What follows belongs to an exercise in optimizing a design on an open flow for small area; a production flow would make more cautious choices.
Function was checked by simulation only, so behaviour that the tests miss may differ from the original.
Power figures rest on the tool's default switching activity, not on a simulated workload.

## design.v

```verilog
`timescale 1ns/10ps
module CannyEdge(dAddrRegRow, dAddrRegCol, bWE, bCE, InData, OutData,
	OPMode, bOPEnable, dReadReg, dWriteReg,	clk, rst_b);
input 	[2:0]	dAddrRegRow, dAddrRegCol;
input		bWE, bCE;
input 	[7:0] 	InData;
output 	[7:0] 	OutData;
reg     [7:0] 	OutData;
input 	[2:0]	OPMode;
input 		bOPEnable;
input 	[3:0]	dReadReg, dWriteReg;
input		clk, rst_b;
wire cmd_wr = rst_b & ~bCE & ~bWE;
wire cmd_rd = rst_b & ~bCE &  bWE;
wire cmd_op = rst_b &  bCE & ~bOPEnable;
wire cmd_cl = bCE & bOPEnable;
wire op0 = cmd_op & (OPMode == 3'd0);
wire op1 = cmd_op & (OPMode == 3'd1);
wire op2 = cmd_op & (OPMode == 3'd2);
wire op3 = cmd_op & (OPMode == 3'd3);
reg [2:0] cnt;
always @(posedge clk or negedge rst_b)
	if (!rst_b)
		cnt <= 3'd0;
	else if (cmd_cl)
		cnt <= 3'd0;
	else if (cmd_op & ~cnt[2])
		cnt <= cnt + 3'd1;
wire [2:0] r = dAddrRegRow, c = dAddrRegCol;
wire [4:0] rs = { r[2], r[1] & r[0], r[1] & ~r[0], ~r[1] & r[0], ~(r[2] | r[1] | r[0]) };
wire [4:0] cs = { c[2], c[1] & c[0], c[1] & ~c[0], ~c[1] & c[0], ~(c[2] | c[1] | c[0]) };
wire [24:0] es;	 
genvar gi;
generate for (gi = 0; gi < 25; gi = gi + 1) begin : ge
	assign es[gi] = rs[gi/5] & cs[gi%5];
end endgenerate
wire wsx = (dWriteReg == 4'd0);
wire wsy = (dWriteReg == 4'd1);
wire wsz = ~wsx & ~wsy;
reg [7:0] X [0:24];
wire [7:0] Dz = InData & {8{~bCE}};	 
wire [24:0] clr;
generate for (gi = 0; gi < 25; gi = gi + 1) begin : gxr
	always @(posedge clk)
		if ((cmd_wr & wsx & es[gi]) | clr[gi])
			X[gi] <= Dz;
end endgenerate
reg [2:0] ycls;
always @(posedge clk)
	if (cmd_wr & wsy & es[6])
		ycls <= (InData == 8'd0)   ? 3'd0 :
		        (InData == 8'd45)  ? 3'd1 :
		        (InData == 8'd90)  ? 3'd2 :
		        (InData == 8'd135) ? 3'd3 : 3'd4;
wire y0 = (ycls == 3'd0), y45 = (ycls == 3'd1), y90 = (ycls == 3'd2),
     y135 = (ycls == 3'd3), yoth = ycls[2];
reg [12:0] zf;	 
generate for (gi = 0; gi < 13; gi = gi + 1) begin : gz
	if ((gi % 5) < 3) begin : u
		always @(posedge clk)
			if (cmd_wr & wsz & es[gi])
				zf[gi] <= (dWriteReg == 4'd2) & (InData == 8'd1);
	end else begin : n
		always @(*) zf[gi] = 1'b0;
	end
end endgenerate
wire [3:0] slot_rd = {es[24]|es[9]|es[23]|es[22]|es[18]|es[17],
                      es[20]|es[5]|es[21]|es[14]|es[16]|es[13],
                      es[4]|es[3]|es[19]|es[10]|es[8]|es[11],
                      es[0]|es[1]|es[15]|es[2]|es[6]|es[7]|es[12]};
wire [3:0] slot_op = {cnt == 3'd3, cnt == 3'd2, cnt == 3'd1, cnt == 3'd0};
wire [3:0] ss = bCE ? slot_op : slot_rd;
function [7:0] m4; input [3:0] s; input [7:0] a, b, c, d;
	m4 = ({8{s[0]}} & a) | ({8{s[1]}} & b) | ({8{s[2]}} & c) | ({8{s[3]}} & d);
endfunction
wire [7:0] LA = m4(ss, X[0], X[4], X[20], X[24]);
wire [7:0] LB = m4(ss, X[1], X[3], X[5], X[9]);
wire [7:0] LC = m4(ss, X[15], X[19], X[21], X[23]);
wire [7:0] LD = m4(ss, X[2], X[10], X[14], X[22]);
wire [7:0] LE = m4(ss, X[6], X[8], X[16], X[18]);
wire [7:0] LF = m4(ss, X[7], X[11], X[13], X[17]);
wire [7:0] LG = {8{ss[0]}} & X[12];
reg [14:0] gacc;	 
wire [8:0] t3 = LB + LC;
wire [14:0] gnext = (gacc & {15{cnt != 3'd0}}) + LA + t3 + {t3,1'b0} + {LD,2'b0} +
                    {LE,2'b0} + {LE,1'b0} + LE + {LF,3'b0} + {LF,1'b0} + {LG,4'b0};
always @(posedge clk) if (op0 & ~cnt[2]) gacc <= gnext;
wire [9:0] sa = X[2] + {X[7],1'b0} + X[12];
wire [9:0] sb = X[0] + {X[5],1'b0} + X[10];
wire [9:0] sc = X[0] + {X[1],1'b0} + X[2];
wire [9:0] sd = X[10] + {X[11],1'b0} + X[12];
wire [10:0] gx = {1'b0,sa} - {1'b0,sb};
wire [10:0] gy = {1'b0,sc} - {1'b0,sd};
wire [9:0] ax = gx[10] ? -gx[9:0] : gx[9:0];
wire [9:0] ay = gy[10] ? -gy[9:0] : gy[9:0];
wire [10:0] gsum2 = ax + ay;
wire [12:0] ax5 = {ax,2'b00} + ax;
wire le1 = {ay,1'b0} <= {1'b0,ax};
wire le5 = {ay,1'b0} <= ax5;
reg [7:0] r_grad;
reg [1:0] r_dir;	 
always @(posedge clk) if (op1) begin
	r_grad <= gsum2[10:3];
	r_dir  <= le1 ? 2'd0 : le5 ? ((gx[10] == gy[10]) ? 2'd1 : 2'd3) : 2'd2;
end
wire [7:0] xa = ({8{y0}} & X[7]) | ({8{y45}} & X[2]) | ({8{y90}} & X[11]) | ({8{y135}} & X[0]);
wire [7:0] xb = ({8{y0}} & X[5]) | ({8{y45}} & X[10]) | ({8{y90}} & X[1]) | ({8{y135}} & X[12]);
wire keep = ~yoth & (X[6] >= xa) & (X[6] >= xb);
assign clr[0]  = op2 & keep & y135;
assign clr[12] = op2 & keep & y135;
assign clr[2]  = op2 & keep & y45;
assign clr[10] = op2 & keep & y45;
assign clr[1]  = op2 & keep & y90;
assign clr[11] = op2 & keep & y90;
assign clr[5]  = op2 & keep & y0;
assign clr[7]  = op2 & keep & y0;
assign clr[6]  = op2 & ~keep;
assign clr[3] = 1'b0; assign clr[4] = 1'b0; assign clr[8] = 1'b0; assign clr[9] = 1'b0;
generate for (gi = 13; gi < 25; gi = gi + 1) begin : gc
	assign clr[gi] = 1'b0;
end endgenerate
function hi; input [7:0] v; hi = (v >= 8'd15); endfunction
wire nb_hi = (y0 & (hi(X[1]) | hi(X[11]))) | (y45 & (hi(X[0]) | hi(X[12]))) |
             (y90 & (hi(X[5]) | hi(X[7]))) | (y135 & (hi(X[2]) | hi(X[10])));
wire nb_z  = (y0 & (zf[1] | zf[11])) | (y45 & (zf[0] | zf[12])) |
             (y90 & (zf[5] | zf[7])) | (y135 & (zf[2] | zf[10])) | (yoth & zf[6]);
wire th = hi(X[6]) | (~(X[6] <= 8'd10) & (nb_hi | nb_z));
reg r_th;
always @(posedge clk) if (op3) r_th <= th;
wire [6:0] lsel = {es[12],
                   es[7]|es[11]|es[13]|es[17],
                   es[6]|es[8]|es[16]|es[18],
                   es[2]|es[10]|es[14]|es[22],
                   es[15]|es[19]|es[21]|es[23],
                   es[1]|es[3]|es[5]|es[9],
                   es[0]|es[4]|es[20]|es[24]};
wire [7:0] xr = ({8{lsel[0]}} & LA) | ({8{lsel[1]}} & LB) | ({8{lsel[2]}} & LC) |
                ({8{lsel[3]}} & LD) | ({8{lsel[4]}} & LE) | ({8{lsel[5]}} & LF) |
                ({8{lsel[6]}} & LG);
wire [7:0] dirv = {r_dir == 2'd3, r_dir == 2'd2, r_dir == 2'd1, r_dir == 2'd2,
                   r_dir[0] ^ r_dir[1], r_dir[0], r_dir[1], r_dir[0]};
always @(posedge clk)
	if (cmd_rd)
		case (dReadReg)
		4'd0: OutData <= gacc[14:7];
		4'd1: OutData <= r_grad;
		4'd2: OutData <= dirv;
		4'd3: OutData <= xr;
		4'd4: OutData <= {7'd0, r_th};
		default: OutData <= 8'd0;
		endcase
endmodule
```

## run.sh

```bash
#!/bin/bash
# synth_recipe.tcl (not shown) runs the flow's synth.tcl, then flattens the netlist and writes it again
# the make line also repeats each setting of config.mk as NAME=value (left out here)
make -C /OpenROAD-flow-scripts/flow DESIGN_CONFIG=/design/flow/config.mk WORK_HOME=/design/flow/orfs CLKGATE_MAP_FILE= SYNTH_SCRIPT=/design/flow/synth_recipe.tcl finish
```

## config.mk

```make
export PLATFORM = sky130hd
export DESIGN_NAME = CannyEdge
export DESIGN_NICKNAME = CannyEdge
export VERILOG_FILES = /design/flow/design.v
export SDC_FILE = /design/flow/constraint.sdc
export NUM_CORES = 4
export LEC_CHECK = 0
export CAP_MARGIN = 20
export CORE_MARGIN = 2
export CORE_UTILIZATION = 40
export SLEW_MARGIN = 20
```

## constraint.sdc

```tcl
create_clock -name core_clock -period 12.0 [get_ports {clk}]
set_input_delay 2.4000 -clock core_clock [delete_from_list [all_inputs] [get_ports {clk}]]
set_output_delay 2.4000 -clock core_clock [all_outputs]
set_load 0.01 [all_outputs]
```

==> flow_metrics.env <==
export IMPL_synthFlopType="edfxtp_1"
export IMPL_dieArea_um2=44600
export IMPL_htree_levels=1
export IMPL_cts_buffers=28
export IMPL_slew_headroom=0.213
export IMPL_first_global_vias=12300
export IMPL_synth_edf_count=246
export IMPL_p_per_area_nw_per_um2=302
export IMPL_cap_violations=0
export IMPL_critPathRequiredTime_ps=12310
export IMPL_hpwl_um=40800
export IMPL_path_clk_slew_ps=60
export IMPL_postCtsSetupBuffers=0
export IMPL_ir_drop_mv=0.540
export IMPL_hold_violations=0
export IMPL_worstHoldPathType="reg2reg"
export IMPL_min_from="cnt[1]"
export IMPL_syn_to_final_growth_pct=11.7
export IMPL_synthesis_nets=1748
export IMPL_dr_pass1_iters=8
export IMPL_finalSetupViolCount=0
export IMPL_core_um2=42100
export IMPL_cp_common_cell="fa_1"
export IMPL_skew_ps=21.2
export IMPL_syn_inst=1460
export IMPL_design_area_um2=19200
export IMPL_final_cell_mix="edfxtp_1 (246), inv_1 (180), fa_1 (134)"
export IMPL_synth_async_reset_ratio=0.0120
export IMPL_drive_gt1_frac=0.0612
export IMPL_fin_crit_ps=10270
export IMPL_place_gp_congestion=0.978
export IMPL_wire_per_inst_um=25.3
export IMPL_clock_latency_ps=570
export IMPL_antenna_found_initial=0
export IMPL_grt_usage=0.237
export IMPL_post_cts_resized=0
export IMPL_rsz0062_at_grt="no"
export IMPL_final_antenna_net_count=0
export IMPL_rows=75
export IMPL_avgViaCountPerCell=5.92
export IMPL_totalWireLength_um=52200
export IMPL_slowest_stage="clkdlybuf4s50_1"
export IMPL_ys_warn_count=2
export IMPL_drt_iter0_markers=1439
export IMPL_cp_startpoint="dAddrRegCol[0]"
export IMPL_status="complete, no violations"
export IMPL_timing_final_max_slew_violations=0
export IMPL_arrival_ps=10580
export IMPL_cts_tree="built"
export IMPL_p_leak_uw=0.00731
export IMPL_cts_sinks=249
export IMPL_setup_tns_final_ps=0
export IMPL_r2r_start="cnt[2]"
export IMPL_drt_drc_violations_left=0
export IMPL_min_period_over_period=0.856
export IMPL_layout_nets=1787
export IMPL_pin_count=38
export IMPL_end_kind="register"
export IMPL_critPathKind="in2reg"
export IMPL_max_freq_mhz=97.4
export IMPL_startpoint_type="input port"
export IMPL_die_height_um=211
export IMPL_grt_max_degree=42
export IMPL_io_buffers=37
export IMPL_clockBufferDepth=3
export IMPL_final_util=0.455
export IMPL_cpPeakStageDelay_ps=850
export IMPL_die_w_um=211
export IMPL_vias=12200
export IMPL_ys_seq_area_frac=0.435
export IMPL_syn_area_um2=17200
export IMPL_syn_area_per_cell_um2=11.8
export IMPL_grt_pass1_wl_um=77900
export IMPL_grt_ovfl_total=0
export IMPL_final_common_cell="edfxtp_1"
export IMPL_cts_root_buf="clkbuf_16"
export IMPL_antennaDiodeCount=0
export IMPL_start_util=0.407
export IMPL_synth_distinct_cells=71
export IMPL_synth_seq_cells=249
export IMPL_cp_max_fo=22
export IMPL_dpl_cell_area_um2=18200
export IMPL_holdBufCountCts=0
export IMPL_tightest_slew_ps=1180
==> registers in the layout, summed over array words and instances (netlist names) <==
signal / count
r_th: 1
r_dir: 2
cnt: 3
gacc: 15
X: 200
OutData: 8
r_grad: 8
ycls: 3
zf: 9
==> synthesized netlist by cell type, drive strengths merged, types with 5 or more instances <==
cell type	number	area share
a222oi	55	0.032
nor4	11	0.0040
mux2i	8	0.0047
nand2b	8	0.0029
nand3	13	0.0038
fa	134	0.16
a32oi	7	0.0036
a21oi	47	0.014
a21boi	11	0.0048
nor3	16	0.0047
o22ai	23	0.0084
buf	11	0.0028
o31ai	5	0.0022
nand2	120	0.026
a22oi	8	0.0035
a31oi	6	0.0026
and2	20	0.0073
a21o	21	0.0092
a221oi	16	0.0085
xor2	17	0.0087
a22o	7	0.0036
o21a	6	0.0026
a211oi	12	0.0052
edfxtp	246	0.43
a2bb2oi	5	0.0026
o21bai	19	0.0083
ha	124	0.090
o21ai	42	0.013
xnor2	42	0.022
clkbuf	35	0.0077
nor3b	5	0.0022
nor2b	26	0.0095
nand4	15	0.0055
inv	184	0.040
nor2	81	0.018
==> stage by stage <==
| step | hold WS [ps] | worst slack, ps | std cells | total power [uW] |
|---|---|---|---|---|
| final | 582 | 1730 | 2059 | 5790 |
| after global routing | 624 | 1180 | 2059 | 6470 |
| after CTS | 578 | 1770 | 2059 | 5870 |
| after detailed placement | 566 | 1180 | 2008 | 5030 |
| after global placement | 544 | 1370 | 2007 | 4900 |
| after floorplan | 516 | 2500 | 1460 | 4240 |
==> critical path, delay by kind of cell <==
kind	cells	cell delay, ps
and+or+nand+nor	3	370
adders and majority gates	7	3240
xor gates and xnor gates	2	380
buffers and inverters	7	1280
AOI/OAI and AO/OA	13	2870
==> power breakdown <==
| group | leakage (uW) | internal [uW] | total (uW) | switching (uW) |
|---|---|---|---|---|
| registers | 0.00211 | 1250 | 1260 | 12.4 |
| clock network | 0.000441 | 498 | 850 | 353 |
| logic | 0.00476 | 1640 | 3680 | 2040 |
| total | 0.00731 | 3390 | 5790 | 2400 |
==> routing by layer <==
| layer | wire length (um) | global-route usage |
|---|---|---|
| met5 | 0 | 0 |
| met4 | 1900 | 0.0838 |
| met3 | 4790 | 0.0409 |
| met2 | 23500 | 0.374 |
| met1 | 22000 | 0.332 |
==> cell type report <==
| cell class | instances | area, um2 |
|---|---|---|
| well taps | 539 | 674 |
| flip-flops and latches | 249 | 7460 |
| fillers | 3880 | 23000 |
| inverters | 184 | 691 |
| clock inverters | 14 | 133 |
| multi-input cells | 981 | 8940 |
| clock buffers | 37 | 776 |
| repair buffers | 55 | 505 |
==> cells by family after synthesis <==
kind of cell,Yosys count,share of synthesized area
AOI/OAI and AO/OA,316,0.137
adders and majority gates,258,0.247
buffers and inverters,230,0.0507
and+or+nand+nor,337,0.0934
muxes,11,0.00663
xor gates and xnor gates,59,0.0305
DFF,249,0.435
==> final timing paths <==
| kind | end | cells after the start | slack [ps] |
|---|---|---|---|
| worst max-delay path | gacc[14] | 32 | 1730 |
| worst min-delay path | cnt[1] | 1 | 580 |
| worst max register to register | gacc[14] | 31 | 4070 |
| worst min register to register | cnt[1] | 1 | 580 |
| max in group asynchronous | cnt[1] | 1 | 9740 |
| min in group asynchronous | cnt[2] | 1 | 2070 |

-- separate check: timing with driven ports --
In the flow no input, the clock included, has a driving cell. The finished layout below was timed again as built, in two steps. Step 1 (the two cells are an assumption about what drives the block):
set clk [get_ports {clk}]
set_driving_cell -lib_cell sky130_fd_sc_hd__clkbuf_16 $clk
set_driving_cell -lib_cell sky130_fd_sc_hd__buf_2 [delete_from_list [all_inputs] $clk]
Step 2 times the ports against the registers' clock, not the clock port: input delays grow and output delays shrink by t, the midpoint of the rising clock arrivals with the driver on. Slacks: no drivers / after step 1 / after step 2; pairs: no drivers / after step 1.
t (ns): 0.613
setup slack, ns: 1.730 / 1.762 / 1.149
hold WS [ns]: 0.582 / 0.582 / 0.582
clock arrival spread, ns: 0.022 / 0.021
After both steps setup and hold are still met in this run. The setup slack of this run moves by +0.032 ns with the drivers and by -0.581 ns with both steps.
